Source: an optimization exercise on an open RTL-to-GDS flow (aim: small area). Production flows keep margins and buffers that such runs may drop. Only simulation tests tie the RTL to the original design; equivalence was not proved. No activity file was given, so power comes from the tool's default toggle rates.

### flow/standard.sh
#!/bin/bash
# synth_recipe.tcl (not shown) runs the flow's synth.tcl, then flattens the netlist and writes it again
# the make line also repeats each setting of config.mk as NAME=value (left out here)
make -C /OpenROAD-flow-scripts/flow DESIGN_CONFIG=/design/flow/config.mk WORK_HOME=/design/flow/orfs CLKGATE_MAP_FILE= SYNTH_SCRIPT=/design/flow/synth_recipe.tcl "${@:-finish}"
### flow/constraint.sdc
create_clock -name core_clock -period 5.0 [get_ports {clk}]
set_input_delay 1.0000 -clock core_clock [delete_from_list [all_inputs] [get_ports {clk}]]
set_output_delay 1.0000 -clock core_clock [all_outputs]
set_load 0.01 [all_outputs]
### flow/config.mk
export PLATFORM = sky130hd
export DESIGN_NAME = pipeline_top
export DESIGN_NICKNAME = pipeline_top
export VERILOG_FILES = /design/flow/design.v
export SDC_FILE = /design/flow/constraint.sdc
export NUM_CORES = 4
export LEC_CHECK = 0
export CAP_MARGIN = 20
export CORE_MARGIN = 2
export CORE_UTILIZATION = 40
export SLEW_MARGIN = 20
### flow/flow/downsize.tcl
# Swap every standard cell of the synthesized netlist to the smallest drive
# strength of the same cell, before placement; the flow's own repair steps
# then size up or buffer only where slew, capacitance or timing need it.
set odb $::env(DOWNSIZE_ODB)
read_db $odb
set db [ord::get_db]
set block [ord::get_db_block]
set masters {}
foreach lib [$db getLibs] {
  foreach m [$lib getMasters] {
    dict set masters [$m getName] $m
  }
}
set n 0
foreach inst [$block getInsts] {
  set m [$inst getMaster]
  set name [$m getName]
  if {![regexp {^(sky130_fd_sc_hd__[a-z0-9]+)_([0-9]+)$} $name -> base drv]} { continue }
  if {[string match *tap* $base] || [string match *fill* $base] || [string match *decap* $base]} { continue }
  set best $m
  set best_area [expr {[$m getWidth] * [$m getHeight]}]
  dict for {cand cm} $masters {
    if {![regexp "^${base}_\[0-9\]+\$" $cand]} { continue }
    if {[string match *lpflow* $cand] || [string match *probe* $cand]} { continue }
    set a [expr {[$cm getWidth] * [$cm getHeight]}]
    if {$a < $best_area} { set best $cm; set best_area $a }
  }
  if {$best ne $m} {
    $inst swapMaster $best
    incr n
  }
}
puts "downsize: swapped $n instances"
write_db $odb
### flow/flow/run.sh
#!/bin/bash
# Standard ORFS layout (standard.sh) in two parts: after the floorplan, every
# cell is swapped to its smallest drive strength (flow/downsize.tcl), so that
# the later repair steps size up only where needed.  Ports are buffered by the
# smallest buffer and the clock tree is built from small clock buffers.
set -euo pipefail
ARGS=(BUFFER_PORTS_ARGS="-buffer_cell sky130_fd_sc_hd__buf_1"
      CTS_ARGS="-sink_clustering_enable -repair_clock_nets -dont_use_dummy_load -buf_list {sky130_fd_sc_hd__clkbuf_4 sky130_fd_sc_hd__clkbuf_8} -sink_clustering_size 10 -sink_clustering_max_diameter 50" )
bash standard.sh "${ARGS[@]}" floorplan > standard_floorplan.log 2>&1
DOWNSIZE_ODB=orfs/results/$FLOW_PLATFORM/pipeline_top/base/2_floorplan.odb \
  openroad -no_init -exit flow/downsize.tcl > downsize.log 2>&1
bash standard.sh "${ARGS[@]}" finish > standard_finish.log 2>&1
### flow/design.v
`timescale 1ns / 1ps
module pipeline_top(
    input         clk,
    input         reset,
    output [8:0]  imem_addr,
    input  [31:0] imem_rdata,
    output [7:0]  dmem_addr,
    input  [63:0] dmem_rdata,
    output [63:0] dmem_wdata,
    output        dmem_we
    );
    reg [63:0] r0, r1, r2, r3;    
    reg [3:0]  we;                
    reg [3:0]  hold;              
    reg [8:0] pc;
    always @(posedge clk or posedge reset)
        if (reset) pc <= 9'd0;
        else       pc <= pc + 9'd1;
    assign imem_addr = pc;
    wire [3:0] f_op    = imem_rdata[31:28];
    wire [1:0] f_ra    = imem_rdata[27:26];
    wire       f_load  = (f_op == 4'b1010);
    wire       f_store = (f_op == 4'b1011);
    wire       f_wreg  = ~(f_store | (f_op == 4'b1111));
    wire       f_mem   = f_load | f_store;
    wire [1:0] f_dst   = f_load ? f_ra : imem_rdata[23:22];
    reg       d_mem, d_wreg;
    reg [3:0] d_nrsel;            
    reg [1:0] d_dst;
    reg [7:0] d_addr;
    always @(posedge clk or posedge reset)
        if (reset) begin
            d_mem  <= 1'b0;
            d_wreg <= 1'b0;
        end else begin
            d_mem  <= f_mem;
            d_wreg <= f_wreg;
        end
    always @(posedge clk) begin
        d_nrsel[0] <= (f_ra != 2'd0);
        d_nrsel[1] <= (f_ra != 2'd1);
        d_nrsel[2] <= (f_ra != 2'd2);
        d_nrsel[3] <= (f_ra != 2'd3);
        d_dst  <= f_dst;
        d_addr <= imem_rdata[21:14];
    end
    wire [63:0] p01 = ~(({64{d_nrsel[0]}} | r0) & ({64{d_nrsel[1]}} | r1));
    wire [63:0] p23 = ~(({64{d_nrsel[2]}} | r2) & ({64{d_nrsel[3]}} | r3));
    wire [63:0] rdata = p01 | p23;
    reg        e_mem, e_wreg;
    reg [1:0]  e_dst;
    reg [7:0]  e_addr;
    reg [63:0] e_val;
    always @(posedge clk or posedge reset)
        if (reset) begin
            e_mem  <= 1'b0;
            e_wreg <= 1'b0;
        end else begin
            e_mem  <= d_mem;
            e_wreg <= d_wreg;
        end
    always @(posedge clk) begin
        e_dst  <= d_dst;
        e_addr <= d_addr;
        e_val  <= rdata;
    end
    reg        m_mem, m_wreg;
    reg [1:0]  m_dst;
    reg [7:0]  m_addr;
    reg [63:0] m_val;
    always @(posedge clk or posedge reset)
        if (reset) begin
            m_mem  <= 1'b0;
            m_wreg <= 1'b0;
        end else begin
            m_mem  <= e_mem;
            m_wreg <= e_wreg;
        end
    always @(posedge clk) begin
        m_dst  <= e_dst;
        m_addr <= e_addr;
        m_val  <= e_val;
    end
    wire   m_load     = m_mem & m_wreg;
    assign dmem_we    = m_mem & ~m_wreg;
    assign dmem_addr  = m_addr;
    assign dmem_wdata = m_val;
    reg [63:0] w_nval;    
    wire [3:0] m_we;
    assign m_we[0] = m_wreg & (m_dst == 2'd0);
    assign m_we[1] = m_wreg & (m_dst == 2'd1);
    assign m_we[2] = m_wreg & (m_dst == 2'd2);
    assign m_we[3] = m_wreg & (m_dst == 2'd3);
    always @(posedge clk or posedge reset)
        if (reset) begin
            we   <= 4'b1111;
            hold <= 4'b1111;
        end else begin
            we   <= m_we;
            hold <= ~m_we;
        end
    always @(posedge clk)
        w_nval <= ~(m_load ? dmem_rdata : m_val);
    always @(posedge clk) begin
        r0 <= ({64{we[0]}} | r0) & ({64{hold[0]}} | w_nval);
        r1 <= ({64{we[1]}} | r1) & ({64{hold[1]}} | w_nval);
        r2 <= ({64{we[2]}} | r2) & ({64{hold[2]}} | w_nval);
        r3 <= ({64{we[3]}} | r3) & ({64{hold[3]}} | w_nval);
    end
endmodule
==> flow_metrics.py, run 1 <==
metrics = {
    "outcome": {
        "status": "no timing/DRC/antenna violations",
    },
    "critical_path": {
        "r2r-start": "m_wreg",
        "path_cells": "nor2b_1, buf_1",
        "required_ns": 4.00,
        "endpoint": "dmem_we",
        "slowest_delay_ns": 0.45,
        "startpoint": "m_wreg",
        "cp_max_fo": 6,
        "r2r-end": "w_nval[55]",
        "start_kind": "flip-flop",
        "critPathArrivalTime_ns": 1.44,
        "cpMaxStageDelayCell": "dfrtp_1",
        "worstSetupEndpointType": "primary output",
        "r2r_cells": 3,
        "regToRegSetupSlack_ns": 2.92,
        "path_class": "flip-flop to primary output",
    },
    "finish": {
        "multi_input_area_um2": 4230,
        "drive_above_1_share_pct": 6.85,
        "antenna_cells": 0,
        "fill_cells": 3457,
        "layout_commonest_cell": "dfxtp_1",
        "syn_to_final_growth_pct": 10.2,
        "fin_nets": 1328,
        "final-seq-area_um2": 10200,
        "final_cell_mix": "dfxtp_1, o22a_1, buf_1",
        "fin_cells": 1701,
        "final_area_um2": 16600,
    },
    "clock_network": {
        "insertion_delay_ns": 0.65,
        "clock-sinks": 505,
        "clockBufferDepth": 3,
        "cts_tree": "built",
        "cts_buffers": 57,
        "cts_setup_buffers": 0,
        "cts.clk_slew.worst_paths_ns": 0.07,
        "ctsHoldBuffers": 0,
        "h-tree-depth": 2,
        "cts_resized": 0,
        "cts-root-buf": "clkbuf_8",
    },
    "sta": {
        "finalSetupViolCount": 0,
        "timing.final.crit_share_pct": 48.8,
        "drv_slew": 0,
        "fin_crit_ns": 2.44,
        "rsz0062_at_grt": "false",
        "worst_pin_slew_ns": 0.838,
        "fmax_mhz": 410,
        "finalSetupTns_ns": 0,
        "setup_ws_ns": 2.56,
        "finalHoldViolCount": 0,
        "slew_headroom_pct": 44.1,
        "clock_skew_ns": 0.0676,
    },
    "placement": {
        "placedInstanceArea_um2": 15800,
        "post-place-ws_ns": 2.91,
        "port_buffers": 163,
        "dp.final_hpwl_mm": 18.5,
        "dp.cells": 1644,
        "place_congestion": 0.684,
    },
    "grt": {
        "antenna_found_initial": 0,
        "grt_pass1_vias": 9697,
        "grt_max_degree": 56,
        "grt_pass1_wl_mm": 53.4,
        "gr-usage-all-layers_pct": 17.5,
        "grt_overflow": 0,
    },
    "die": {
        "die_h_um": 198,
        "ioPinCount": 180,
        "die_x_um": 198,
        "rows": 71,
        "core_um2": 37300,
        "start_util_pct": 40.3,
        "die-area_um2": 39200,
    },
    "synthesis": {
        "yosysTopAreaCell": "dfxtp_1",
        "ys_seq_area_share_pct": 68.0,
        "avgSynthCellArea_um2": 13.9,
        "netlist_area_um2": 15000,
        "synth-warning-count": 1,
        "synth.net_count": 1184,
        "synth.top_cell.area_share_pct": 64.1,
        "postSynthCellCount": 1085,
        "synth-seq-cells": 505,
        "synthDistinctLibCells": 28,
        "ys_top_cells_by_area": "dfxtp_1, o22a_1, mux2i_1, o221ai_1, dfrtp_1",
    },
    "routing": {
        "num_vias": 9327,
        "drc": 0,
        "first_iter_violations": 302,
        "dr.pass1.iters": 4,
        "viasPerCell": 5.48,
        "wl_mm": 34.1,
        "wl_per_cell_um": 20.1,
        "detail-route-antenna-nets": 0,
    },
    "power": {
        "power.leakage_nw": 6.36,
        "p_per_area_nw_per_um2": 547,
        "pwr-share-seq_pct": 62.7,
        "clkPwrFrac_pct": 25.1,
        "p_sw_mw": 2.36,
        "combPwrFrac_pct": 12.2,
        "intPower_mw": 6.72,
        "switching_share_pct": 26.0,
        "ir_drop_uv": 240,
    },
    "run": {
        "max_cap_violations": 0,
    },
    "hold_path": {
        "hold_class": "flip-flop to flip-flop",
    },
}
==> layer usage <==
metal / up-vias / track usage [%] / share of wire (%)
met5: - / 0 / 0
met4: 0 / 6.54 / 1.9
met3: 49 / 3.63 / 4.8
met2: 221 / 27.7 / 45
met1: 4660 / 23.6 / 48
li1: 4397 / - / -
==> synthesized netlist by cell type (all sizes together) <==
| cell type | n |
|---|---|
| and3 | 1 |
| nand3 | 5 |
| nand4 | 1 |
| or2 | 2 |
| dfrtp | 15 |
| dfstp | 8 |
| mux2 | 2 |
| o221ai | 64 |
| xnor2 | 3 |
| ha | 1 |
| xor2 | 4 |
| nand2b | 2 |
| nand3b | 1 |
| buf | 79 |
| clkbuf | 12 |
| nand2 | 5 |
| dfxtp | 482 |
| mux2i | 64 |
| nor3 | 2 |
| inv | 7 |
| nor2b | 1 |
| nor2 | 3 |
| o22a | 320 |
| or3b | 1 |
==> area by class of cell <==
type	instances	share of cell area [%]
repair buffers	176	4.28
clock buffers	57	4.73
multi-input cells	482	25.5
well taps	474	3.58
inverters	7	0.158
flip-flops and latches	505	61.7
==> worst min path at each step <==
| stage | from | endpoint | slack (ns) | cells after the start |
|---|---|---|---|---|
| 2_1_floorplan | d_addr[0] | e_addr[0] | 0.31 | 0 |
| 3_3_place_gp | e_val[34] | m_val[34] | 0.31 | 0 |
| 3_5_place_dp | e_val[7] | m_val[7] | 0.31 | 0 |
| 4_1_cts | e_addr[1] | m_addr[1] | 0.32 | 0 |
| 5_1_grt | e_addr[7] | m_addr[7] | 0.33 | 0 |
| 6_report | e_addr[1] | m_addr[1] | 0.32 | 0 |
==> worst max-delay path: cells and delay by family, from the launching register on <==
kind / cells / cell delay [ns]
buffers and inverters: 1 / 0.20
flip-flops: 1 / 0.45
AND/OR/NAND/NOR: 1 / 0.14
==> registers in the layout, indices dropped and copies added (netlist names), 8 cells and up <==
register / flops
e_val: 64
m_val: 64
r0: 64
r1: 64
r2: 64
r3: 64
w_nval: 64
pc: 9
d_addr: 8
e_addr: 8
m_addr: 8
==> power groups by stage <==
| stage | Combinational, mW | Sequential [mW] | Clock, mW |
|---|---|---|---|
| 2_1_floorplan | 0.828 | 5.60 | 0 |
| 3_3_place_gp | 1.09 | 5.71 | 0 |
| 3_5_place_dp | 1.13 | 5.76 | 0 |
| 4_1_cts | 1.13 | 5.68 | 2.37 |
| 5_1_grt | 1.23 | 5.81 | 2.53 |
| 6_report | 1.11 | 5.69 | 2.28 |
==> cells by family after synthesis <==
kind of cell             Yosys count  share of synthesized area (%)
buffers and inverters             98                           3.72
XOR/XNOR                           7                          0.407
flip-flops                       505                           68.0
adder cells (fa/ha/maj)            1                         0.0831
multiplexers                      66                           4.41
AND/OR/NAND/NOR                   24                           1.01
AO/OA/AOI/OAI                    384                           22.4
==> metrics by stage <==
stage                     hold WS (ns)  total power, mW  utilization, %
after floorplan                  0.310             6.43               -
after global placement           0.310             6.80            42.4
after detailed placement         0.312             6.88            42.4
after CTS                        0.323             9.18            44.5
after global routing             0.332             9.57            44.5
final                            0.322             9.07            44.5
==> run 2: changes to the inputs <==
--- a/flow/flow/run.sh
+++ b/flow/flow/run.sh
@@ -5,7 +5,7 @@
 # smallest buffer and the clock tree is built from small clock buffers.
 set -euo pipefail
 ARGS=(BUFFER_PORTS_ARGS="-buffer_cell sky130_fd_sc_hd__buf_1"
-      CTS_ARGS="-sink_clustering_enable -repair_clock_nets -dont_use_dummy_load -buf_list {sky130_fd_sc_hd__clkbuf_4 sky130_fd_sc_hd__clkbuf_8} -sink_clustering_size 10 -sink_clustering_max_diameter 50" )
+      CTS_ARGS="-sink_clustering_enable -repair_clock_nets -dont_use_dummy_load -buf_list sky130_fd_sc_hd__clkbuf_4 -sink_clustering_size 10 -sink_clustering_max_diameter 50" )
 bash standard.sh "${ARGS[@]}" floorplan > standard_floorplan.log 2>&1
 DOWNSIZE_ODB=orfs/results/$FLOW_PLATFORM/pipeline_top/base/2_floorplan.odb \
   openroad -no_init -exit flow/downsize.tcl > downsize.log 2>&1
--- a/flow/config.mk
+++ b/flow/config.mk
@@ -7,5 +7,6 @@
 export LEC_CHECK = 0
 export CAP_MARGIN = 20
 export CORE_MARGIN = 2
-export CORE_UTILIZATION = 40
+export CORE_UTILIZATION = 50
+export PLACE_DENSITY = 0.75
 export SLEW_MARGIN = 20
==> flow_metrics.py, run 2 <==
metrics = {
    "synthesis": {
        "synth.net_count": 1184,
        "synth_top_family_by_area": "compound AO/OA/AOI/OAI gates",
        "synth_compound_area_share_pct": 22.4,
        "yosysMostFrequentCell": "dfxtp_1",
        "synth-edff-count": 0,
        "postSynthCellCount": 1085,
        "synth-seq-cells": 505,
        "synth-adder-area-share_pct": 0.0832,
        "synth-warning-count": 1,
        "ys_seq_area_share_pct": 68.0,
        "async_flop_share_pct": 4.55,
        "synth_common_cells": "dfxtp_1, o22a_1, buf_2, mux2i_1, o221ai_1",
        "ys_top_cells_by_area": "dfxtp_1, o22a_1, mux2i_1, o221ai_1, dfrtp_1",
        "synth_top_flop_cell": "dfxtp_1",
        "synth.top_cell.area_share_pct": 64.1,
        "avgSynthCellArea_um2": 13.9,
        "netlist_area_um2": 15000,
        "synthMuxAreaShare_pct": 4.41,
        "synthDistinctLibCells": 28,
        "yosys.area_share.simple_pct": 1.01,
        "synth-xor-area-share_pct": 0.407,
        "yosysTopAreaCell": "dfxtp_1",
    },
    "critical_path": {
        "startpoint": "m_wreg",
        "required_ns": 4.00,
        "path_class": "flip-flop to primary output",
        "r2r-start": "m_wreg",
        "r2r-end": "w_nval[32]",
        "critPathArrivalTime_ns": 1.48,
        "regToRegSetupSlack_ns": 2.99,
        "endpoint": "dmem_we",
        "worstSetupEndpointType": "primary output",
        "cp_max_fo": 6,
        "r2r_cells": 3,
        "start_kind": "flip-flop",
    },
    "clock_network": {
        "cts-root-buf": "clkbuf_4",
        "clock-sinks": 505,
        "clockBufferDepth": 3,
        "cts_setup_buffers": 0,
        "h-tree-depth": 2,
        "cts.clk_slew.worst_paths_ns": 0.10,
        "cts_tree": "built",
        "cts_resized": 0,
        "ctsHoldBuffers": 0,
        "cts_buffers": 57,
        "insertion_delay_ns": 0.69,
    },
    "finish": {
        "fin_nets": 1328,
        "fill_cells": 2545,
        "syn_to_final_growth_pct": 7.20,
        "post-route-util_pct": 54.4,
        "final_cell_mix": "dfxtp_1, o22a_1, buf_1",
        "final_area_um2": 16100,
        "drive_above_1_share_pct": 6.85,
        "layout_commonest_cell": "dfxtp_1",
    },
    "routing": {
        "first_iter_violations": 638,
        "dr.pass1.iters": 5,
        "num_vias": 9393,
        "viasPerCell": 5.80,
        "wl_mm": 31.6,
        "drc": 0,
        "wl_per_cell_um": 19.5,
        "detail-route-antenna-nets": 0,
    },
    "sta": {
        "finalSetupTns_ns": 0,
        "drv_slew": 0,
        "worst_pin_slew_ns": 0.923,
        "finalHoldViolCount": 0,
        "rsz0062_at_grt": "false",
        "clock_skew_ns": 0.0381,
        "fin_crit_ns": 2.48,
        "setup_ws_ns": 2.52,
        "slew_headroom_pct": 38.5,
        "timing.final.crit_share_pct": 49.6,
        "finalSetupViolCount": 0,
        "fmax_mhz": 403,
    },
    "power": {
        "power_mw": 8.47,
        "power.leakage_nw": 6.21,
        "p_sw_mw": 2.24,
        "pwr-share-seq_pct": 66.9,
        "intPower_mw": 6.23,
        "combPwrFrac_pct": 13.2,
        "ir_drop_uv": 212,
        "switching_share_pct": 26.5,
        "clkPwrFrac_pct": 19.9,
        "p_per_area_nw_per_um2": 525,
    },
    "grt": {
        "grt_overflow": 0,
        "grt_pass1_wl_mm": 50.6,
        "grt_pass1_vias": 9789,
        "gr-usage-all-layers_pct": 20.0,
        "antenna_found_initial": 1,
        "grt_max_degree": 65,
    },
    "die": {
        "die_h_um": 177,
        "core_um2": 29600,
        "start_util_pct": 50.8,
        "rows": 63,
        "die_x_um": 177,
        "die-area_um2": 31500,
        "ioPinCount": 180,
    },
    "placement": {
        "placedInstanceArea_um2": 15700,
        "place_congestion": 0.684,
        "post-place-ws_ns": 2.98,
        "dp.final_hpwl_mm": 17.2,
        "port_buffers": 163,
    },
    "outcome": {
        "status": "no timing/DRC/antenna violations",
    },
    "run": {
        "max_cap_violations": 0,
    },
    "hold_path": {
        "hold_class": "flip-flop to flip-flop",
    },
}
[run 2: power groups by stage]
| stage | logic (mW) | registers (mW) | clock network [mW] |
|---|---|---|---|
| 2_1_floorplan | 0.828 | 5.60 | 0 |
| 3_3_place_gp | 1.08 | 5.69 | 0 |
| 3_5_place_dp | 1.13 | 5.75 | 0 |
| 4_1_cts | 1.13 | 5.66 | 1.75 |
| 5_1_grt | 1.23 | 5.78 | 1.90 |
| 6_report | 1.12 | 5.67 | 1.69 |
[run 2: critical path: stages, from the launching register on]
cell and delay, ns:
dfrtp_1 0.46, nor2b_1 0.16, buf_1 0.18
[run 2: cells by family (layout without fill, tap and decap cells)]
group	after synthesis	in the layout
xor+xnor	7	7
compound gates	384	384
buf+inv	98	240
other cells	0	2
simple gates	24	24
flops	505	505
mux	66	66
fa+ha+maj	1	1
[run 2: how the worst min path moves through the flow]
stage / start / cells after the start / endpoint / slack, ns
2_1_floorplan: d_addr[0] / 0 / e_addr[0] / 0.31
3_3_place_gp: d_addr[7] / 0 / e_addr[7] / 0.31
3_5_place_dp: e_addr[5] / 0 / m_addr[5] / 0.31
4_1_cts: e_val[56] / 0 / m_val[56] / 0.30
5_1_grt: e_val[56] / 0 / m_val[56] / 0.30
6_report: e_val[56] / 0 / m_val[56] / 0.29
[run 2: area by class of cell]
type	count	area [um^2]	share of cell area [%]
sequential	505	10200	63.5
timing repair buffer	176	709	4.40
antenna	2	5.00	0.0310
tap	390	488	3.03
inverter	7	26.3	0.163
multi-input combinational	482	4230	26.2
clock buffer	57	428	2.65
[run 2: metrics by stage]
step,std cells,hold WS (ns)
finish,1619,0.287
global placement,1560,0.310
floorplan,1085,0.310
CTS,1617,0.295
global route,1619,0.302
detailed placement,1560,0.312
[run 2: routing by layer]
| layer | track usage, % | vias to the layer above | part of all wire, % |
|---|---|---|---|
| li1 | - | 4411 | - |
| met1 | 27.2 | 4656 | 46 |
| met2 | 32.5 | 271 | 46 |
| met3 | 3.62 | 55 | 5.4 |
| met4 | 6.05 | 0 | 2.1 |
| met5 | 0 | - | 0 |
==> run 3: changes to the inputs <==
--- a/flow/config.mk
+++ b/flow/config.mk
@@ -7,6 +7,7 @@
 export LEC_CHECK = 0
 export CAP_MARGIN = 20
 export CORE_MARGIN = 2
-export CORE_UTILIZATION = 50
-export PLACE_DENSITY = 0.75
+export CORE_UTILIZATION = 40
+export GPL_ROUTABILITY_DRIVEN = 0
+export GPL_TIMING_DRIVEN = 0
 export SLEW_MARGIN = 20
==> flow_metrics.py, run 3 <==
metrics = {
    "routing": {
        "viasPerCell": 5.41,
        "wl_per_cell_um": 19.2,
        "detail-route-antenna-nets": 0,
        "dr.pass1.iters": 4,
        "wl_mm": 34.3,
        "num_vias": 9621,
        "drc": 0,
        "first_iter_violations": 385,
    },
    "grt": {
        "grt_overflow": 0,
        "grt_max_degree": 24,
        "grt_pass1_vias": 9669,
        "grt_pass1_wl_mm": 53.9,
        "antenna_found_initial": 2,
        "gr-usage-all-layers_pct": 17.7,
    },
    "sta": {
        "finalHoldViolCount": 0,
        "clock_skew_ns": 0.0368,
        "slew_headroom_pct": 41.6,
        "setup_ws_ns": 2.40,
        "fmax_mhz": 384,
        "drv_slew": 0,
        "finalSetupTns_ns": 0,
        "fin_crit_ns": 2.60,
        "worst_pin_slew_ns": 0.875,
        "finalSetupViolCount": 0,
        "timing.final.crit_share_pct": 52.1,
        "rsz0062_at_grt": "false",
        "hold_slack_ns": 0.275,
    },
    "synthesis": {
        "synth.top_cell.area_share_pct": 64.1,
        "netlist_area_um2": 15000,
        "ys_top_cells_by_area": "dfxtp_1, o22a_1, mux2i_1, o221ai_1, dfrtp_1",
        "synth-seq-cells": 505,
        "yosys.area_share.simple_pct": 1.01,
        "synth_top_flop_cell": "dfxtp_1",
        "async_flop_share_pct": 4.55,
        "synth-warning-count": 1,
        "yosysMostFrequentCell": "dfxtp_1",
        "synth-edff-count": 0,
        "postSynthCellCount": 1085,
        "synth-adder-area-share_pct": 0.0832,
        "synth_top_family_by_area": "compound AO/OA/AOI/OAI gates",
        "synth_compound_area_share_pct": 22.4,
        "yosysTopAreaCell": "dfxtp_1",
        "synth.net_count": 1184,
        "synthMuxAreaShare_pct": 4.41,
        "ys_seq_area_share_pct": 68.0,
        "synthDistinctLibCells": 28,
        "synth-xor-area-share_pct": 0.407,
        "synth_common_cells": "dfxtp_1, o22a_1, buf_2, mux2i_1, o221ai_1",
        "avgSynthCellArea_um2": 13.9,
    },
    "finish": {
        "final_cell_mix": "dfxtp_1, o22a_1, buf_1",
        "drive_above_1_share_pct": 4.98,
        "post-route-util_pct": 44.1,
        "final_area_um2": 16500,
        "fill_cells": 3489,
        "fin_nets": 1405,
        "syn_to_final_growth_pct": 9.39,
        "fin_cells": 1780,
        "layout_commonest_cell": "dfxtp_1",
    },
    "critical_path": {
        "cp_max_fo": 6,
        "path_class": "flip-flop to primary output",
        "start_kind": "flip-flop",
        "worstSetupEndpointType": "primary output",
        "critPathArrivalTime_ns": 1.60,
        "required_ns": 4.00,
    },
    "power": {
        "power.leakage_nw": 6.25,
        "p_per_area_nw_per_um2": 518,
        "ir_drop_uv": 226,
        "power_mw": 8.53,
    },
    "clock_network": {
        "cts_resized": 0,
        "cts.clk_slew.worst_paths_ns": 0.11,
        "h-tree-depth": 2,
        "insertion_delay_ns": 0.81,
        "cts-root-buf": "clkbuf_4",
        "cts_setup_buffers": 0,
        "clockBufferDepth": 3,
        "cts_buffers": 56,
        "cts_tree": "built",
        "ctsHoldBuffers": 0,
        "clock-sinks": 505,
    },
    "die": {
        "die_h_um": 198,
        "core_um2": 37300,
        "die-area_um2": 39200,
        "die_x_um": 198,
        "start_util_pct": 40.3,
        "ioPinCount": 180,
        "rows": 71,
    },
    "placement": {
        "placedInstanceArea_um2": 16000,
        "post-place-ws_ns": 2.71,
        "port_buffers": 163,
        "dp.final_hpwl_mm": 22.0,
        "dp.cells": 1722,
    },
    "run": {
        "max_cap_violations": 0,
    },
    "hold_path": {
        "hold_class": "input pin to flip-flop",
    },
    "outcome": {
        "status": "no timing/DRC/antenna violations",
    },
}
[run 3: cell counts after synthesis]
No cell type changed its count.
[run 3: logic make-up (layout without fill, tap and decap cells)]
logic type | Yosys count | after routing
compound gates | 384 | 384
xor+xnor | 7 | 7
mux | 66 | 66
buf+inv | 98 | 317
simple gates | 24 | 24
fa+ha+maj | 1 | 1
flops | 505 | 505
other cells | 0 | 2
[run 3: cell type report]
class                   count  area [um^2]  share of cell area (%)
well taps                 474          593                    3.60
clock buffers              56          420                    2.55
inverters                   7         26.3                   0.160
flip-flops and latches    505        10200                    62.2
diodes                      2         5.00                  0.0304
plain buffers              91          342                    2.08
multi-input cells         482         4230                    25.7
repair buffers            163          612                    3.72
[run 3: worst max-delay path, stage by stage (launching register included)]
cell	delay, ns
dfrtp_1	0.37
buf_1	0.14
nor2b_1	0.12
buf_1	0.20
[run 3: worst paths after layout]
check,start,end,slack (ns),cells after the start
max,m_wreg,dmem_we,2.40,3
min,imem_rdata[19],d_addr[5],0.27,1
max reg2reg,m_wreg,w_nval[62],2.76,4
min reg2reg,e_val[35],m_val[35],0.32,0
max in group asynchronous,reset,e_mem,4.14,2
min in group asynchronous,reset,pc[3],0.32,2
[run 3: power breakdown]
| group | internal [mW] | total (mW) | switching [mW] |
|---|---|---|---|
| registers | 5.04 | 5.62 | 0.578 |
| clock network | 0.513 | 1.72 | 1.21 |
| logic | 0.670 | 1.19 | 0.523 |
[run 3: metal layers]
metal	global-route usage (%)	vias to the layer above	routed length [um]
met4	6.82	0	963
li1	-	4565	-
met5	0	-	0
met3	3.90	68	1720
met1	24.1	4746	16100
met2	27.4	242	15500
==> run 4: changes to the inputs <==
==> flow/config.mk (replaced) <==
export PLATFORM = sky130hd
export DESIGN_NAME = pipeline_top
export DESIGN_NICKNAME = pipeline_top
export VERILOG_FILES = /design/flow/design.v
export SDC_FILE = /design/flow/constraint.sdc
export NUM_CORES = 4
export LEC_CHECK = 0
export CAP_MARGIN = 0
export CORE_MARGIN = 2
export CORE_UTILIZATION = 40
export SLEW_MARGIN = 0
==> flow_metrics.py, run 4 <==
metrics = {
    "die": {
        "die_h_um": 198,
        "die-area_um2": 39200,
        "start_util_pct": 40.3,
        "die_x_um": 198,
        "ioPinCount": 180,
        "core_um2": 37300,
        "rows": 71,
    },
    "synthesis": {
        "postSynthCellCount": 1085,
        "ys_top_cells_by_area": "dfxtp_1, o22a_1, mux2i_1, o221ai_1, dfrtp_1",
        "netlist_area_um2": 15000,
        "synth_common_cells": "dfxtp_1, o22a_1, buf_2, mux2i_1, o221ai_1",
        "synth_top_flop_cell": "dfxtp_1",
        "async_flop_share_pct": 4.55,
        "yosysTopAreaCell": "dfxtp_1",
        "ys_seq_area_share_pct": 68.0,
        "yosysMostFrequentCell": "dfxtp_1",
        "synth-warning-count": 1,
        "synth-seq-cells": 505,
        "synth-edff-count": 0,
        "synthDistinctLibCells": 28,
        "synth.top_cell.area_share_pct": 64.1,
        "avgSynthCellArea_um2": 13.9,
        "synth.net_count": 1184,
    },
    "outcome": {
        "status": "no timing/DRC/antenna violations",
    },
    "sta": {
        "clock_skew_ns": 0.108,
        "finalHoldViolCount": 0,
        "fmax_mhz": 381,
        "drv_slew": 0,
        "finalSetupTns_ns": 0,
        "timing.final.crit_share_pct": 52.5,
        "slew_headroom_pct": 44.0,
        "finalSetupViolCount": 0,
        "fin_crit_ns": 2.63,
        "setup_ws_ns": 2.37,
        "rsz0062_at_grt": "false",
        "worst_pin_slew_ns": 0.839,
    },
    "critical_path": {
        "cp_max_fo": 6,
        "r2r-start": "m_wreg",
        "r2r_cells": 3,
        "slowest_delay_ns": 0.46,
        "critPathArrivalTime_ns": 1.63,
        "start_kind": "flip-flop",
        "path_class": "flip-flop to primary output",
        "worstSetupEndpointType": "primary output",
        "required_ns": 4.00,
        "r2r-end": "w_nval[55]",
        "cpMaxStageDelayCell": "dfrtp_1",
        "regToRegSetupSlack_ns": 2.89,
        "path_cells": "nor2b_1, buf_1",
    },
    "grt": {
        "grt_max_degree": 56,
        "grt_overflow": 0,
        "gr-usage-all-layers_pct": 17.5,
        "grt_pass1_wl_mm": 53.3,
        "grt_pass1_vias": 9638,
        "antenna_found_initial": 1,
    },
    "routing": {
        "first_iter_violations": 350,
        "detail-route-antenna-nets": 0,
        "viasPerCell": 5.50,
        "num_vias": 9358,
        "wl_mm": 33.9,
        "dr.pass1.iters": 4,
        "wl_per_cell_um": 19.9,
        "drc": 0,
    },
    "hold_path": {
        "hold_start": "imem_rdata[21]",
        "hold_end": "d_addr[7]",
        "hold_class": "input pin to flip-flop",
        "whs_path_depth": 1,
    },
    "power": {
        "ir_drop_uv": 217,
        "p_per_area_nw_per_um2": 524,
        "power_mw": 8.51,
        "power.leakage_nw": 6.21,
    },
    "placement": {
        "post-place-ws_ns": 2.91,
        "dp.final_hpwl_mm": 18.5,
        "dp.cells": 1644,
        "place_congestion": 0.684,
        "port_buffers": 163,
    },
    "clock_network": {
        "clock-sinks": 505,
        "clockBufferDepth": 3,
        "insertion_delay_ns": 0.83,
        "cts.clk_slew.worst_paths_ns": 0.10,
        "cts_buffers": 57,
        "ctsHoldBuffers": 0,
        "cts_tree": "built",
        "cts_setup_buffers": 0,
        "cts-root-buf": "clkbuf_4",
        "h-tree-depth": 2,
        "cts_resized": 0,
    },
    "finish": {
        "final_cell_mix": "dfxtp_1, o22a_1, buf_1",
        "drive_above_1_share_pct": 6.85,
        "fill_cells": 3503,
        "layout_commonest_cell": "dfxtp_1",
        "fin_nets": 1328,
        "syn_to_final_growth_pct": 7.88,
        "fin_cells": 1702,
        "post-route-util_pct": 43.5,
    },
    "run": {
        "max_cap_violations": 0,
    },
}
-- run 4: logic make-up after synthesis --
family,share of synthesized area (%)
xor gates and xnor gates,0.407
adders and majority gates,0.0831
DFF,68.0
AOI/OAI and AO/OA,22.4
buffers and inverters,3.72
muxes,4.41
and+or+nand+nor,1.01
-- run 4: power breakdown --
part / internal [mW] / switching [mW] / total [mW]
combinational: 0.660 / 0.449 / 1.11
clock: 0.521 / 1.20 / 1.72
sequential: 5.04 / 0.633 / 5.68
total: 6.23 / 2.28 / 8.51
-- run 4: layout make-up --
cell class                 count  area (um^2)  area share (%)
clock buffer                  57          428            2.64
timing repair buffer         176          709            4.37
inverter                       7         26.3           0.162
sequential                   505        10200            63.1
multi-input combinational    482         4230            26.1
tap                          474          593            3.65
antenna                        1         2.50          0.0154
-- run 4: worst max path at each step --
stage               cells past startpoint  slack, ns         end   start
floorplan                               2       3.31     dmem_we  m_wreg
global placement                        3       2.94  w_nval[55]  m_wreg
detailed placement                      3       2.91  w_nval[55]  m_wreg
CTS                                     2       2.25     dmem_we  m_wreg
global route                            2       2.21     dmem_we  m_wreg
finish                                  2       2.37     dmem_we  m_wreg
-- run 4: worst max-delay path: cells and delay by family, from the launching register on --
kind	cells	cell delay [ns]
and+or+nand+nor	1	0.14
DFF	1	0.46
buffers and inverters	1	0.20
-- run 4: through the flow --
stage / hold slack [ns] / cell area, um^2
floorplan: 0.310 / 15000
global placement: 0.310 / 15800
detailed placement: 0.312 / 15800
CTS: 0.159 / 16200
global route: 0.171 / 16200
finish: 0.255 / 16200
-- run 4: routing by layer --
layer  part of all wire [%]  GRT usage (%)
met2                     44           27.4
met1                     48           23.7
met5                      0              0
met3                    5.1           3.56
met4                    2.6           6.91
==> run 5: changes to the inputs <==
--- a/flow/config.mk
+++ b/flow/config.mk
@@ -5,7 +5,7 @@
 export SDC_FILE = /design/flow/constraint.sdc
 export NUM_CORES = 4
 export LEC_CHECK = 0
-export CAP_MARGIN = 0
+export CAP_MARGIN = 20
 export CORE_MARGIN = 2
 export CORE_UTILIZATION = 40
-export SLEW_MARGIN = 0
+export SLEW_MARGIN = 20
==> flow_metrics.py, run 5 <==
metrics = {
    "clock_network": {
        "cts_buffers": 57,
        "cts-root-buf": "clkbuf_4",
        "clockBufferDepth": 3,
        "ctsHoldBuffers": 0,
        "clock-sinks": 505,
        "cts_resized": 0,
        "cts_setup_buffers": 0,
        "cts_tree": "built",
        "cts.clk_slew.worst_paths_ns": 0.10,
        "insertion_delay_ns": 0.83,
        "h-tree-depth": 2,
    },
    "power": {
        "p_per_area_nw_per_um2": 524,
        "power_mw": 8.51,
        "power.leakage_nw": 6.21,
        "ir_drop_uv": 217,
    },
    "synthesis": {
        "avgSynthCellArea_um2": 13.9,
        "synth-edff-count": 0,
        "synth.top_cell.area_share_pct": 64.1,
        "synth-xor-area-share_pct": 0.407,
        "synth-seq-cells": 505,
        "yosys.area_share.simple_pct": 1.01,
        "async_flop_share_pct": 4.55,
        "yosysTopAreaCell": "dfxtp_1",
        "synth_compound_area_share_pct": 22.4,
        "synth_top_flop_cell": "dfxtp_1",
        "synthMuxAreaShare_pct": 4.41,
        "synth_top_family_by_area": "compound AO/OA/AOI/OAI gates",
        "synth-adder-area-share_pct": 0.0832,
        "postSynthCellCount": 1085,
        "yosysMostFrequentCell": "dfxtp_1",
        "ys_seq_area_share_pct": 68.0,
        "synth-warning-count": 1,
        "synthDistinctLibCells": 28,
        "netlist_area_um2": 15000,
        "synth.net_count": 1184,
        "synth_common_cells": "dfxtp_1, o22a_1, buf_2, mux2i_1, o221ai_1",
        "ys_top_cells_by_area": "dfxtp_1, o22a_1, mux2i_1, o221ai_1, dfrtp_1",
    },
    "die": {
        "rows": 71,
        "ioPinCount": 180,
        "die-area_um2": 39200,
        "die_x_um": 198,
        "core_um2": 37300,
        "start_util_pct": 40.3,
        "die_h_um": 198,
    },
    "sta": {
        "fin_crit_ns": 2.63,
        "clock_skew_ns": 0.108,
        "worst_pin_slew_ns": 0.839,
        "finalSetupTns_ns": 0,
        "hold_slack_ns": 0.255,
        "drv_slew": 0,
        "timing.final.crit_share_pct": 52.5,
        "finalSetupViolCount": 0,
        "slew_headroom_pct": 44.0,
        "finalHoldViolCount": 0,
        "fmax_mhz": 381,
        "rsz0062_at_grt": "false",
    },
    "finish": {
        "fin_nets": 1328,
        "post-route-util_pct": 43.5,
        "syn_to_final_growth_pct": 7.88,
        "final_cell_mix": "dfxtp_1, o22a_1, buf_1",
        "layout_commonest_cell": "dfxtp_1",
        "drive_above_1_share_pct": 6.85,
    },
    "routing": {
        "detail-route-antenna-nets": 0,
        "first_iter_violations": 350,
        "wl_per_cell_um": 19.9,
        "drc": 0,
        "dr.pass1.iters": 4,
        "num_vias": 9358,
        "viasPerCell": 5.50,
        "wl_mm": 33.9,
    },
    "placement": {
        "dp.final_hpwl_mm": 18.5,
        "port_buffers": 163,
        "place_congestion": 0.684,
    },
    "grt": {
        "grt_overflow": 0,
        "grt_max_degree": 56,
        "antenna_found_initial": 1,
        "grt_pass1_wl_mm": 53.3,
        "grt_pass1_vias": 9638,
        "gr-usage-all-layers_pct": 17.5,
    },
    "outcome": {
        "status": "no timing/DRC/antenna violations",
    },
    "critical_path": {
        "path_class": "flip-flop to primary output",
        "required_ns": 4.00,
        "critPathArrivalTime_ns": 1.63,
        "start_kind": "flip-flop",
        "worstSetupEndpointType": "primary output",
        "cp_max_fo": 6,
    },
    "run": {
        "max_cap_violations": 0,
    },
    "hold_path": {
        "hold_class": "input pin to flip-flop",
    },
}
## run 5: kinds of logic after synthesis
| family | count (synthesis) |
|---|---|
| buffers and inverters | 98 |
| DFF | 505 |
| and+or+nand+nor | 24 |
| adders and majority gates | 1 |
| muxes | 66 |
| AOI/OAI and AO/OA | 384 |
| xor gates and xnor gates | 7 |
## run 5: layout make-up
cell class | instances | area [um^2]
multi-input combinational | 482 | 4230
tap | 474 | 593
clock buffer | 57 | 428
antenna | 1 | 2.50
fill | 3503 | 21100
timing repair buffer | 176 | 709
sequential | 505 | 10200
inverter | 7 | 26.3
## run 5: final timing paths
| kind | startpoint | to | slack (ns) | cells past startpoint |
|---|---|---|---|---|
| max in group asynchronous | reset | e_mem | 4.11 | 2 |
| setup / recovery | m_wreg | dmem_we | 2.37 | 2 |
| setup reg to reg | m_wreg | w_nval[55] | 2.89 | 3 |
| min in group asynchronous | reset | d_wreg | 0.30 | 2 |
| hold reg to reg | e_val[60] | m_val[60] | 0.33 | 0 |
| hold / removal | imem_rdata[21] | d_addr[7] | 0.25 | 1 |
## run 5: where the power goes
| group | leakage [nW] | total, mW | internal, mW | switching (mW) |
|---|---|---|---|---|
| Combinational | 1.65 | 1.11 | 0.660 | 0.449 |
| Clock | 0.262 | 1.72 | 0.521 | 1.20 |
| Sequential | 4.30 | 5.68 | 5.04 | 0.633 |
## run 5: critical path, cell delays in order (launching register included)
cell	delay [ns]
dfrtp_1	0.46
nor2b_1	0.14
buf_1	0.20
## run 5: layer usage
metal  part of all wire (%)  global-route usage, %  vias up  wire length, um
met2                     44                   27.4      226            14900
met1                     48                   23.7     4641            16400
met5                      0                      0        -                0
met4                    2.6                   6.91        0              886
li1                       -                      -     4424                -
met3                    5.1                   3.56       67             1740
## run 5: metrics by stage
| step | setup WS, ns | std cells | cell area, um^2 |
|---|---|---|---|
| final | 2.37 | 1702 | 16200 |
| after CTS | 2.25 | 1701 | 16200 |
| after floorplan | 3.31 | 1085 | 15000 |
| after global routing | 2.21 | 1702 | 16200 |
| after global placement | 2.94 | 1644 | 15800 |
| after detailed placement | 2.91 | 1644 | 15800 |
==> run 6: changes to the inputs <==
--- a/flow/flow/run.sh
+++ b/flow/flow/run.sh
@@ -5,7 +5,7 @@
 # smallest buffer and the clock tree is built from small clock buffers.
 set -euo pipefail
 ARGS=(BUFFER_PORTS_ARGS="-buffer_cell sky130_fd_sc_hd__buf_1"
-      CTS_ARGS="-sink_clustering_enable -repair_clock_nets -dont_use_dummy_load -buf_list sky130_fd_sc_hd__clkbuf_4 -sink_clustering_size 10 -sink_clustering_max_diameter 50" )
+      CTS_ARGS="-sink_clustering_enable -repair_clock_nets -dont_use_dummy_load -buf_list sky130_fd_sc_hd__clkbuf_4 -sink_clustering_size 10 -sink_clustering_max_diameter 40" )
 bash standard.sh "${ARGS[@]}" floorplan > standard_floorplan.log 2>&1
 DOWNSIZE_ODB=orfs/results/$FLOW_PLATFORM/pipeline_top/base/2_floorplan.odb \
   openroad -no_init -exit flow/downsize.tcl > downsize.log 2>&1
==> flow_metrics.py, run 6 <==
metrics = {
    "synthesis": {
        "netlist_area_um2": 15000,
        "synth-edff-count": 0,
        "synth_common_cells": "dfxtp_1, o22a_1, buf_2, mux2i_1, o221ai_1",
        "synth.net_count": 1184,
        "synth-warning-count": 1,
        "ys_top_cells_by_area": "dfxtp_1, o22a_1, mux2i_1, o221ai_1, dfrtp_1",
        "synthDistinctLibCells": 28,
        "synth.top_cell.area_share_pct": 64.1,
        "ys_seq_area_share_pct": 68.0,
        "postSynthCellCount": 1085,
        "yosysMostFrequentCell": "dfxtp_1",
        "yosysTopAreaCell": "dfxtp_1",
        "async_flop_share_pct": 4.55,
        "synth_top_flop_cell": "dfxtp_1",
        "avgSynthCellArea_um2": 13.9,
        "synth-seq-cells": 505,
    },
    "routing": {
        "first_iter_violations": 384,
        "detail-route-antenna-nets": 0,
        "wl_mm": 34.0,
        "wl_per_cell_um": 19.9,
        "num_vias": 9423,
        "dr.pass1.iters": 6,
        "drc": 0,
        "viasPerCell": 5.50,
    },
    "die": {
        "core_um2": 37300,
        "rows": 71,
        "start_util_pct": 40.3,
        "ioPinCount": 180,
        "die-area_um2": 39200,
        "die_h_um": 198,
        "die_x_um": 198,
    },
    "finish": {
        "syn_to_final_growth_pct": 8.43,
        "fin_cells": 1713,
        "fin_nets": 1339,
        "final_cell_mix": "dfxtp_1, o22a_1, buf_1",
        "layout_commonest_cell": "dfxtp_1",
        "fill_cells": 3496,
        "drive_above_1_share_pct": 7.67,
    },
    "sta": {
        "finalSetupTns_ns": 0,
        "fmax_mhz": 394,
        "worst_pin_slew_ns": 0.835,
        "drv_slew": 0,
        "finalSetupViolCount": 0,
        "slew_headroom_pct": 44.3,
        "clock_skew_ns": 0.0850,
        "rsz0062_at_grt": "false",
        "fin_crit_ns": 2.54,
        "timing.final.crit_share_pct": 50.8,
        "hold_slack_ns": 0.303,
        "finalHoldViolCount": 0,
    },
    "placement": {
        "dp.final_hpwl_mm": 18.5,
        "port_buffers": 163,
        "dp.cells": 1644,
        "place_congestion": 0.684,
    },
    "critical_path": {
        "r2r-start": "m_wreg",
        "start_kind": "flip-flop",
        "critPathArrivalTime_ns": 1.54,
        "cp_max_fo": 6,
        "worstSetupEndpointType": "primary output",
        "path_class": "flip-flop to primary output",
        "regToRegSetupSlack_ns": 2.93,
        "required_ns": 4.00,
        "r2r_cells": 3,
        "r2r-end": "w_nval[55]",
    },
    "clock_network": {
        "cts-root-buf": "clkbuf_4",
        "cts_buffers": 68,
        "insertion_delay_ns": 0.73,
        "cts.clk_slew.worst_paths_ns": 0.10,
        "cts_tree": "built",
        "h-tree-depth": 3,
        "cts_resized": 0,
        "clockBufferDepth": 3,
        "cts_setup_buffers": 0,
        "clock-sinks": 505,
        "ctsHoldBuffers": 0,
    },
    "outcome": {
        "status": "no timing/DRC/antenna violations",
    },
    "power": {
        "p_per_area_nw_per_um2": 529,
        "clkPwrFrac_pct": 21.4,
        "power.leakage_nw": 6.26,
        "switching_share_pct": 26.7,
        "intPower_mw": 6.33,
        "pwr-share-seq_pct": 65.7,
        "combPwrFrac_pct": 12.9,
        "ir_drop_uv": 203,
        "p_sw_mw": 2.31,
    },
    "grt": {
        "antenna_found_initial": 1,
        "gr-usage-all-layers_pct": 17.5,
        "grt_max_degree": 56,
        "grt_overflow": 0,
        "grt_pass1_wl_mm": 53.5,
        "grt_pass1_vias": 9753,
    },
    "hold_path": {
        "hold_class": "flip-flop to flip-flop",
        "hold_start": "e_val[63]",
        "hold_end": "m_val[63]",
        "whs_path_depth": 0,
    },
    "run": {
        "max_cap_violations": 0,
    },
}
[run 6: cell counts after synthesis]
Identical to the previous run, type by type.
[run 6: power groups by stage]
stage / Sequential [mW] / Combinational (mW) / Clock (mW)
final: 5.68 / 1.11 / 1.85
after global routing: 5.80 / 1.23 / 2.12
after CTS: 5.68 / 1.13 / 1.94
after detailed placement: 5.76 / 1.13 / 0
after global placement: 5.71 / 1.09 / 0
after floorplan: 5.60 / 0.828 / 0
[run 6: cell families after synthesis]
| group | Yosys count | share of synthesized area [%] |
|---|---|---|
| AND/OR/NAND/NOR | 24 | 1.01 |
| XOR/XNOR | 7 | 0.407 |
| AO/OA/AOI/OAI | 384 | 22.4 |
| adder cells (fa/ha/maj) | 1 | 0.0831 |
| flip-flops | 505 | 68.0 |
| buffers and inverters | 98 | 3.72 |
| multiplexers | 66 | 4.41 |
[run 6: routing by layer]
layer,up-vias,wire (um),GRT usage [%]
li1,4439,-,-
met2,234,15100,27.4
met5,-,0,0
met1,4690,16300,23.6
met3,60,1860,4.04
met4,0,735,6.74
[run 6: worst max-delay path, stage by stage (launching register included)]
cell,delay [ns]
dfrtp_1,0.46
nor2b_1,0.14
buf_1,0.20
[run 6: cell type report]
cell class | instances | area, um^2 | area share (%)
diodes | 1 | 2.50 | 0.0153
clock buffers | 68 | 510 | 3.13
inverters | 7 | 26.3 | 0.161
multi-input cells | 482 | 4230 | 25.9
flip-flops and latches | 505 | 10200 | 62.8
well taps | 474 | 593 | 3.64
repair buffers | 176 | 709 | 4.35
[run 6: how the worst max path moves through the flow]
| stage | cells after the start | from | to |
|---|---|---|---|
| after floorplan | 2 | m_wreg | dmem_we |
| after global placement | 3 | m_wreg | w_nval[55] |
| after detailed placement | 3 | m_wreg | w_nval[55] |
| after CTS | 2 | m_wreg | dmem_we |
| after global routing | 2 | m_wreg | dmem_we |
| final | 2 | m_wreg | dmem_we |
[run 6: through the flow]
step                area [um^2]  utilization (%)  setup slack, ns  total power, mW
finish                    16300             43.7             2.46             8.64
floorplan                 15000                -             3.31             6.43
global placement          15800             42.4             2.94             6.80
CTS                       16300             43.7             2.35             8.75
global route              16300             43.7             2.31             9.15
detailed placement        15800             42.4             2.91             6.88
==> run 7: changes to the inputs <==
--- a/flow/flow/run.sh
+++ b/flow/flow/run.sh
@@ -5,7 +5,7 @@
 # smallest buffer and the clock tree is built from small clock buffers.
 set -euo pipefail
 ARGS=(BUFFER_PORTS_ARGS="-buffer_cell sky130_fd_sc_hd__buf_1"
-      CTS_ARGS="-sink_clustering_enable -repair_clock_nets -dont_use_dummy_load -buf_list sky130_fd_sc_hd__clkbuf_4 -sink_clustering_size 10 -sink_clustering_max_diameter 40" )
+      CTS_ARGS="-sink_clustering_enable -repair_clock_nets -dont_use_dummy_load -buf_list sky130_fd_sc_hd__clkbuf_4 -sink_clustering_size 11 -sink_clustering_max_diameter 50" )
 bash standard.sh "${ARGS[@]}" floorplan > standard_floorplan.log 2>&1
 DOWNSIZE_ODB=orfs/results/$FLOW_PLATFORM/pipeline_top/base/2_floorplan.odb \
   openroad -no_init -exit flow/downsize.tcl > downsize.log 2>&1
==> flow_metrics.py, run 7 <==
metrics = {
    "sta": {
        "worst_pin_slew_ns": 0.839,
        "finalSetupTns_ns": 0,
        "rsz0062_at_grt": "false",
        "finalHoldViolCount": 0,
        "finalSetupViolCount": 0,
        "clock_skew_ns": 0.0909,
        "fin_crit_ns": 2.60,
        "slew_headroom_pct": 44.0,
        "fmax_mhz": 384,
        "drv_slew": 0,
        "timing.final.crit_share_pct": 52.0,
    },
    "critical_path": {
        "required_ns": 4.00,
        "start_kind": "flip-flop",
        "path_class": "flip-flop to primary output",
        "critPathArrivalTime_ns": 1.60,
        "worstSetupEndpointType": "primary output",
        "cp_max_fo": 6,
    },
    "synthesis": {
        "synth.net_count": 1184,
        "synth-edff-count": 0,
        "synth_common_cells": "dfxtp_1, o22a_1, buf_2, mux2i_1, o221ai_1",
        "yosysTopAreaCell": "dfxtp_1",
        "synth-warning-count": 1,
        "synth-seq-cells": 505,
        "yosysMostFrequentCell": "dfxtp_1",
        "ys_top_cells_by_area": "dfxtp_1, o22a_1, mux2i_1, o221ai_1, dfrtp_1",
        "postSynthCellCount": 1085,
        "avgSynthCellArea_um2": 13.9,
        "ys_seq_area_share_pct": 68.0,
        "synthDistinctLibCells": 28,
        "synth.top_cell.area_share_pct": 64.1,
        "netlist_area_um2": 15000,
        "synth_top_flop_cell": "dfxtp_1",
        "async_flop_share_pct": 4.55,
    },
    "finish": {
        "fin_cells": 1700,
        "layout_commonest_cell": "dfxtp_1",
        "post-route-util_pct": 43.5,
        "drive_above_1_share_pct": 6.62,
        "fill_cells": 3495,
        "fin_nets": 1325,
        "final_cell_mix": "dfxtp_1, o22a_1, buf_1",
        "final_area_um2": 16200,
        "syn_to_final_growth_pct": 7.75,
    },
    "power": {
        "clkPwrFrac_pct": 19.9,
        "power.leakage_nw": 6.20,
        "combPwrFrac_pct": 13.1,
        "p_per_area_nw_per_um2": 523,
        "pwr-share-seq_pct": 67.0,
        "intPower_mw": 6.20,
        "p_sw_mw": 2.27,
        "ir_drop_uv": 205,
        "switching_share_pct": 26.8,
    },
    "placement": {
        "dp.final_hpwl_mm": 18.5,
        "port_buffers": 163,
        "dp.cells": 1644,
        "place_congestion": 0.684,
        "placedInstanceArea_um2": 15800,
    },
    "die": {
        "ioPinCount": 180,
        "rows": 71,
        "core_um2": 37300,
        "start_util_pct": 40.3,
        "die_x_um": 198,
        "die-area_um2": 39200,
        "die_h_um": 198,
    },
    "routing": {
        "wl_mm": 33.9,
        "drc": 0,
        "viasPerCell": 5.48,
        "num_vias": 9324,
        "wl_per_cell_um": 19.9,
        "detail-route-antenna-nets": 0,
        "first_iter_violations": 413,
        "dr.pass1.iters": 6,
    },
    "outcome": {
        "status": "no timing/DRC/antenna violations",
    },
    "clock_network": {
        "h-tree-depth": 2,
        "cts_tree": "built",
        "cts_resized": 0,
        "clock-sinks": 505,
        "cts_buffers": 54,
        "insertion_delay_ns": 0.79,
        "cts_setup_buffers": 0,
        "cts.clk_slew.worst_paths_ns": 0.11,
        "clockBufferDepth": 3,
        "ctsHoldBuffers": 0,
        "cts-root-buf": "clkbuf_4",
    },
    "grt": {
        "grt_pass1_vias": 9556,
        "antenna_found_initial": 2,
        "grt_max_degree": 56,
        "grt_overflow": 0,
        "grt_pass1_wl_mm": 53.2,
        "gr-usage-all-layers_pct": 17.4,
    },
    "run": {
        "max_cap_violations": 0,
    },
    "hold_path": {
        "hold_class": "input pin to flip-flop",
    },
}
## run 7: power by group through the flow
stage	logic, mW	clock network, mW	registers [mW]
3_3_place_gp	1.09	0	5.71
5_1_grt	1.23	1.94	5.80
4_1_cts	1.13	1.79	5.67
3_5_place_dp	1.13	0	5.76
2_1_floorplan	0.828	0	5.60
6_report	1.11	1.69	5.68
## run 7: cell families after synthesis
logic type | after synthesis | synth area share (%)
DFF | 505 | 68.0
AOI/OAI and AO/OA | 384 | 22.4
buffers and inverters | 98 | 3.72
muxes | 66 | 4.41
and+or+nand+nor | 24 | 1.01
xor gates and xnor gates | 7 | 0.407
adders and majority gates | 1 | 0.0831
## run 7: area by class of cell
class	count	area (um^2)	area share, %
flip-flops and latches	505	10200	63.2
clock buffers	54	405	2.50
multi-input cells	482	4230	26.1
repair buffers	176	709	4.38
inverters	7	26.3	0.162
diodes	2	5.00	0.0309
well taps	474	593	3.66
## run 7: per-stage QoR
step                hold slack (ns)  setup WS, ns  total power, mW
floorplan                     0.310          3.31             6.43
global placement              0.310          2.94             6.80
detailed placement            0.312          2.91             6.88
CTS                           0.187          2.28             8.59
global route                  0.212          2.25             8.97
finish                        0.288          2.40             8.47
## run 7: per-layer routing
metal	part of all wire [%]	GRT usage (%)	routed length [um]
met5	0	0	0
met4	1.9	5.32	639
met3	6.0	4.34	2020
met2	44	27.3	14900
met1	48	23.7	16400
## run 7: worst max-delay path, cell delays in order (launching register included)
cell and delay (ns):
dfrtp_1 0.47, nor2b_1 0.14, buf_1 0.20
## run 7: worst paths after layout
| kind | from | end | slack, ns | cells after the start |
|---|---|---|---|---|
| max | m_wreg | dmem_we | 2.40 | 2 |
| min | imem_rdata[17] | d_addr[3] | 0.29 | 1 |
| max reg2reg | m_wreg | w_nval[55] | 2.93 | 3 |
| min reg2reg | e_val[12] | m_val[12] | 0.33 | 0 |
| max in group asynchronous | reset | pc[2] | 4.05 | 2 |
| min in group asynchronous | reset | pc[5] | 0.33 | 2 |
==> run 8: changes to the inputs <==
--- a/flow/flow/run.sh
+++ b/flow/flow/run.sh
@@ -5,7 +5,7 @@
 # smallest buffer and the clock tree is built from small clock buffers.
 set -euo pipefail
 ARGS=(BUFFER_PORTS_ARGS="-buffer_cell sky130_fd_sc_hd__buf_1"
-      CTS_ARGS="-sink_clustering_enable -repair_clock_nets -dont_use_dummy_load -buf_list sky130_fd_sc_hd__clkbuf_4 -sink_clustering_size 11 -sink_clustering_max_diameter 50" )
+      CTS_ARGS="-sink_clustering_enable -repair_clock_nets -dont_use_dummy_load -buf_list sky130_fd_sc_hd__clkbuf_4 -sink_clustering_size 11 -sink_clustering_max_diameter 70" )
 bash standard.sh "${ARGS[@]}" floorplan > standard_floorplan.log 2>&1
 DOWNSIZE_ODB=orfs/results/$FLOW_PLATFORM/pipeline_top/base/2_floorplan.odb \
   openroad -no_init -exit flow/downsize.tcl > downsize.log 2>&1
==> flow_metrics.py, run 8 <==
metrics = {
    "placement": {
        "post-place-ws_ns": 2.91,
        "place_congestion": 0.684,
        "port_buffers": 163,
        "dp.final_hpwl_mm": 18.5,
    },
    "clock_network": {
        "cts_resized": 0,
        "cts_tree": "built",
        "cts-root-buf": "clkbuf_4",
        "cts_buffers": 51,
        "clock-sinks": 505,
        "insertion_delay_ns": 0.79,
        "h-tree-depth": 2,
        "clockBufferDepth": 3,
        "cts.clk_slew.worst_paths_ns": 0.11,
        "cts_setup_buffers": 0,
        "ctsHoldBuffers": 0,
    },
    "finish": {
        "fill_cells": 3497,
        "multi_input_area_um2": 4230,
        "final-seq-area_um2": 10200,
        "drive_above_1_share_pct": 6.39,
        "syn_to_final_growth_pct": 7.58,
        "layout_commonest_cell": "dfxtp_1",
        "fin_nets": 1322,
        "final_cell_mix": "dfxtp_1, o22a_1, buf_1",
    },
    "grt": {
        "grt_pass1_vias": 9569,
        "grt_max_degree": 56,
        "gr-usage-all-layers_pct": 17.4,
        "grt_overflow": 0,
        "antenna_found_initial": 1,
        "grt_pass1_wl_mm": 53.2,
    },
    "sta": {
        "drv_slew": 0,
        "fin_crit_ns": 2.60,
        "slew_headroom_pct": 44.1,
        "timing.final.crit_share_pct": 51.9,
        "fmax_mhz": 385,
        "finalSetupViolCount": 0,
        "worst_pin_slew_ns": 0.838,
        "finalSetupTns_ns": 0,
        "rsz0062_at_grt": "false",
        "finalHoldViolCount": 0,
        "clock_skew_ns": 0.0586,
        "setup_ws_ns": 2.40,
    },
    "critical_path": {
        "regToRegSetupSlack_ns": 2.90,
        "critPathBufInv": 1,
        "r2r-start": "m_wreg",
        "critical-path-top-delay-family": "flip-flops",
        "path_class": "flip-flop to primary output",
        "slowest_delay_ns": 0.47,
        "r2r-end": "w_nval[55]",
        "required_ns": 4.00,
        "cpMaxStageDelayCell": "dfrtp_1",
        "path_cells": "nor2b_1, buf_1",
        "critPathArrivalTime_ns": 1.60,
        "start_kind": "flip-flop",
        "startpoint": "m_wreg",
        "endpoint": "dmem_we",
        "worstSetupEndpointType": "primary output",
        "crit_cells": 2,
        "r2r_cells": 3,
        "cp_max_fo": 6,
    },
    "routing": {
        "detail-route-antenna-nets": 0,
        "num_vias": 9315,
        "wl_mm": 33.9,
        "first_iter_violations": 363,
        "wl_per_cell_um": 20.0,
        "viasPerCell": 5.49,
        "dr.pass1.iters": 7,
        "drc": 0,
    },
    "synthesis": {
        "synth_top_flop_cell": "dfxtp_1",
        "synth-edff-count": 0,
        "avgSynthCellArea_um2": 13.9,
        "async_flop_share_pct": 4.55,
        "synth-warning-count": 1,
        "postSynthCellCount": 1085,
        "netlist_area_um2": 15000,
        "ys_top_cells_by_area": "dfxtp_1, o22a_1, mux2i_1, o221ai_1, dfrtp_1",
        "synth.net_count": 1184,
        "synth_common_cells": "dfxtp_1, o22a_1, buf_2, mux2i_1, o221ai_1",
        "synth-seq-cells": 505,
        "synth.top_cell.area_share_pct": 64.1,
        "ys_seq_area_share_pct": 68.0,
        "synthDistinctLibCells": 28,
        "yosysMostFrequentCell": "dfxtp_1",
        "yosysTopAreaCell": "dfxtp_1",
    },
    "die": {
        "ioPinCount": 180,
        "die_h_um": 198,
        "die-area_um2": 39200,
        "start_util_pct": 40.3,
        "core_um2": 37300,
        "rows": 71,
        "die_x_um": 198,
    },
    "outcome": {
        "status": "no timing/DRC/antenna violations",
    },
    "power": {
        "p_per_area_nw_per_um2": 521,
        "power.leakage_nw": 6.18,
        "ir_drop_uv": 214,
    },
    "hold_path": {
        "hold_class": "input pin to flip-flop",
    },
    "run": {
        "max_cap_violations": 0,
    },
}
## run 8: where the power goes
part | total (mW) | internal [mW] | switching, mW
Combinational | 1.11 | 0.660 | 0.450
Sequential | 5.68 | 5.04 | 0.632
Clock | 1.65 | 0.469 | 1.18
Total | 8.44 | 6.17 | 2.26
## run 8: how the worst min path moves through the flow
stage	end	cells after the start	startpoint	slack (ns)
floorplan	e_addr[0]	0	d_addr[0]	0.31
global placement	m_val[34]	0	e_val[34]	0.31
detailed placement	m_val[7]	0	e_val[7]	0.31
CTS	d_addr[3]	1	imem_rdata[17]	0.19
global route	d_addr[5]	1	imem_rdata[19]	0.23
finish	d_addr[3]	1	imem_rdata[17]	0.29
## run 8: logic make-up (layout without fill, tap and decap cells)
kind of cell / Yosys count / count (layout) / share of synthesized area, %
adder cells (fa/ha/maj): 1 / 1 / 0.0831
AND/OR/NAND/NOR: 24 / 24 / 1.01
AO/OA/AOI/OAI: 384 / 384 / 22.4
multiplexers: 66 / 66 / 4.41
XOR/XNOR: 7 / 7 / 0.407
flip-flops: 505 / 505 / 68.0
other: 0 / 1 / 0
buffers and inverters: 98 / 234 / 3.72
## run 8: stage by stage
stage                     power, mW  hold slack, ns  instances  utilization (%)  cell area [um^2]
after floorplan                6.43           0.310       1085                -             15000
after global placement         6.80           0.310       1644             42.4             15800
after detailed placement       6.88           0.312       1644             42.4             15800
after CTS                      8.55           0.186       1695             43.4             16200
after global routing           8.93           0.227       1696             43.4             16200
final                          8.44           0.290       1696             43.4             16200
## run 8: cell type report
type / instances / area share (%)
tap: 474 / 3.66
timing repair buffer: 176 / 4.38
antenna: 1 / 0.0155
inverter: 7 / 0.162
sequential: 505 / 63.3
multi-input combinational: 482 / 26.1
clock buffer: 51 / 2.37
## run 8: layer usage
| metal | vias up | track usage (%) | wire [um] |
|---|---|---|---|
| li1 | 4401 | - | - |
| met1 | 4635 | 23.7 | 16300 |
| met2 | 227 | 27.4 | 15100 |
| met3 | 52 | 3.78 | 1820 |
| met4 | 0 | 6.07 | 686 |
| met5 | - | 0 | 0 |
==> run 9: changes to the inputs <==
--- a/flow/flow/run.sh
+++ b/flow/flow/run.sh
@@ -5,7 +5,7 @@
 # smallest buffer and the clock tree is built from small clock buffers.
 set -euo pipefail
 ARGS=(BUFFER_PORTS_ARGS="-buffer_cell sky130_fd_sc_hd__buf_1"
-      CTS_ARGS="-sink_clustering_enable -repair_clock_nets -dont_use_dummy_load -buf_list sky130_fd_sc_hd__clkbuf_4 -sink_clustering_size 11 -sink_clustering_max_diameter 70" )
+      CTS_ARGS="-sink_clustering_enable -repair_clock_nets -dont_use_dummy_load -buf_list sky130_fd_sc_hd__clkbuf_4 -sink_clustering_size 12 -sink_clustering_max_diameter 60" )
 bash standard.sh "${ARGS[@]}" floorplan > standard_floorplan.log 2>&1
 DOWNSIZE_ODB=orfs/results/$FLOW_PLATFORM/pipeline_top/base/2_floorplan.odb \
   openroad -no_init -exit flow/downsize.tcl > downsize.log 2>&1
==> flow_metrics.py, run 9 <==
metrics = {
    "outcome": {
        "status": "no timing/DRC/antenna violations",
    },
    "grt": {
        "grt_max_degree": 56,
        "gr-usage-all-layers_pct": 17.4,
        "grt_pass1_wl_mm": 53.1,
        "grt_pass1_vias": 9590,
        "grt_overflow": 0,
    },
    "sta": {
        "timing.final.crit_share_pct": 51.9,
        "drv_slew": 0,
        "fmax_mhz": 385,
        "finalSetupViolCount": 0,
        "slew_headroom_pct": 44.2,
        "finalSetupTns_ns": 0,
        "clock_skew_ns": 0.125,
        "worst_pin_slew_ns": 0.837,
        "rsz0062_at_grt": "false",
        "finalHoldViolCount": 0,
    },
    "finish": {
        "layout_commonest_cell": "dfxtp_1",
        "syn_to_final_growth_pct": 7.52,
        "multi_input_area_um2": 4230,
        "fin_nets": 1320,
        "fin_cells": 1696,
        "final-seq-area_um2": 10200,
        "fill_cells": 3490,
    },
    "routing": {
        "first_iter_violations": 400,
        "num_vias": 9289,
        "viasPerCell": 5.48,
        "dr.pass1.iters": 4,
        "drc": 0,
        "wl_mm": 34.0,
        "wl_per_cell_um": 20.0,
    },
    "clock_network": {
        "cts_buffers": 49,
        "cts_resized": 0,
        "h-tree-depth": 2,
        "cts_tree": "built",
        "cts-root-buf": "clkbuf_4",
    },
    "die": {
        "start_util_pct": 40.3,
        "ioPinCount": 180,
        "rows": 71,
        "core_um2": 37300,
    },
    "synthesis": {
        "synth.net_count": 1184,
        "synth-warning-count": 1,
        "yosysMostFrequentCell": "dfxtp_1",
        "synthDistinctLibCells": 28,
        "synth-edff-count": 0,
        "synth.top_cell.area_share_pct": 64.1,
        "synth_common_cells": "dfxtp_1, o22a_1, buf_2, mux2i_1, o221ai_1",
        "synth-adder-area-share_pct": 0.0832,
        "synth_top_flop_cell": "dfxtp_1",
        "avgSynthCellArea_um2": 13.9,
        "synth-seq-cells": 505,
        "synth_top_family_by_area": "compound AO/OA/AOI/OAI gates",
        "yosys.area_share.simple_pct": 1.01,
        "yosysTopAreaCell": "dfxtp_1",
        "synth-xor-area-share_pct": 0.407,
        "netlist_area_um2": 15000,
        "postSynthCellCount": 1085,
        "synth_compound_area_share_pct": 22.4,
    },
    "hold_path": {
        "hold_class": "input pin to flip-flop",
    },
    "critical_path": {
        "cp_max_fo": 6,
        "path_class": "flip-flop to primary output",
        "start_kind": "flip-flop",
        "critPathArrivalTime_ns": 1.59,
        "worstSetupEndpointType": "primary output",
    },
    "power": {
        "power.leakage_nw": 6.17,
        "ir_drop_uv": 229,
        "p_per_area_nw_per_um2": 520,
    },
    "placement": {
        "dp.final_hpwl_mm": 18.5,
        "dp.cells": 1644,
        "place_congestion": 0.684,
        "port_buffers": 163,
    },
    "run": {
        "max_cap_violations": 0,
    },
}
[run 9: cell families (layout without fill, tap and decap cells)]
family / count (synthesis) / in the layout
xor+xnor: 7 / 7
mux: 66 / 66
buf+inv: 98 / 232
flops: 505 / 505
other cells: 0 / 3
simple gates: 24 / 24
compound gates: 384 / 384
fa+ha+maj: 1 / 1
[run 9: cell type report]
| class | instances | area share, % |
|---|---|---|
| timing repair buffer | 176 | 4.39 |
| inverter | 7 | 0.162 |
| multi-input combinational | 482 | 26.2 |
| antenna | 3 | 0.0464 |
| sequential | 505 | 63.3 |
| clock buffer | 49 | 2.27 |
| tap | 474 | 3.67 |
[run 9: worst max-delay path, stage by stage (launching register included)]
cell and delay [ns]:
dfrtp_1 0.47, nor2b_1 0.14, buf_1 0.20
[run 9: per-layer routing]
metal / vias up / global-route usage [%] / routed length (um)
met4: 0 / 5.29 / 690
li1: 4397 / - / -
met1: 4618 / 23.6 / 16400
met5: - / 0 / 0
met3: 56 / 4.21 / 1800
met2: 218 / 27.5 / 15100
[run 9: report_power, final]
group	internal (mW)	switching [mW]
Clock	0.451	1.18
Sequential	5.04	0.633
Combinational	0.660	0.450
Total	6.15	2.26
[run 9: worst paths after layout]
path                       slack, ns    endpoint           start  cells after the start
max reg2reg                     2.88  w_nval[54]          m_wreg                      3
max                             2.41     dmem_we          m_wreg                      2
min reg2reg                     0.33   m_val[58]       e_val[58]                      0
min in group asynchronous       0.34       pc[5]           reset                      2
min                             0.29   d_addr[3]  imem_rdata[17]                      1
max in group asynchronous       4.09       e_mem           reset                      2
[run 9: through the flow]
stage | total power, mW | setup slack, ns | utilization (%) | hold slack, ns
2_1_floorplan | 6.43 | 3.31 | - | 0.310
3_3_place_gp | 6.80 | 2.94 | 42.4 | 0.310
3_5_place_dp | 6.88 | 2.91 | 42.4 | 0.312
4_1_cts | 8.52 | 2.28 | 43.3 | 0.173
5_1_grt | 8.90 | 2.24 | 43.3 | 0.193
6_report | 8.42 | 2.41 | 43.4 | 0.288

Check on run 9: ideal ports give 2.405 ns setup slack; a clkbuf_16 on the clock port and buf_2 on the inputs give 2.359 ns; moving port delays by the midpoint clock arrival (0.777 ns) as well gives 2.880 ns.
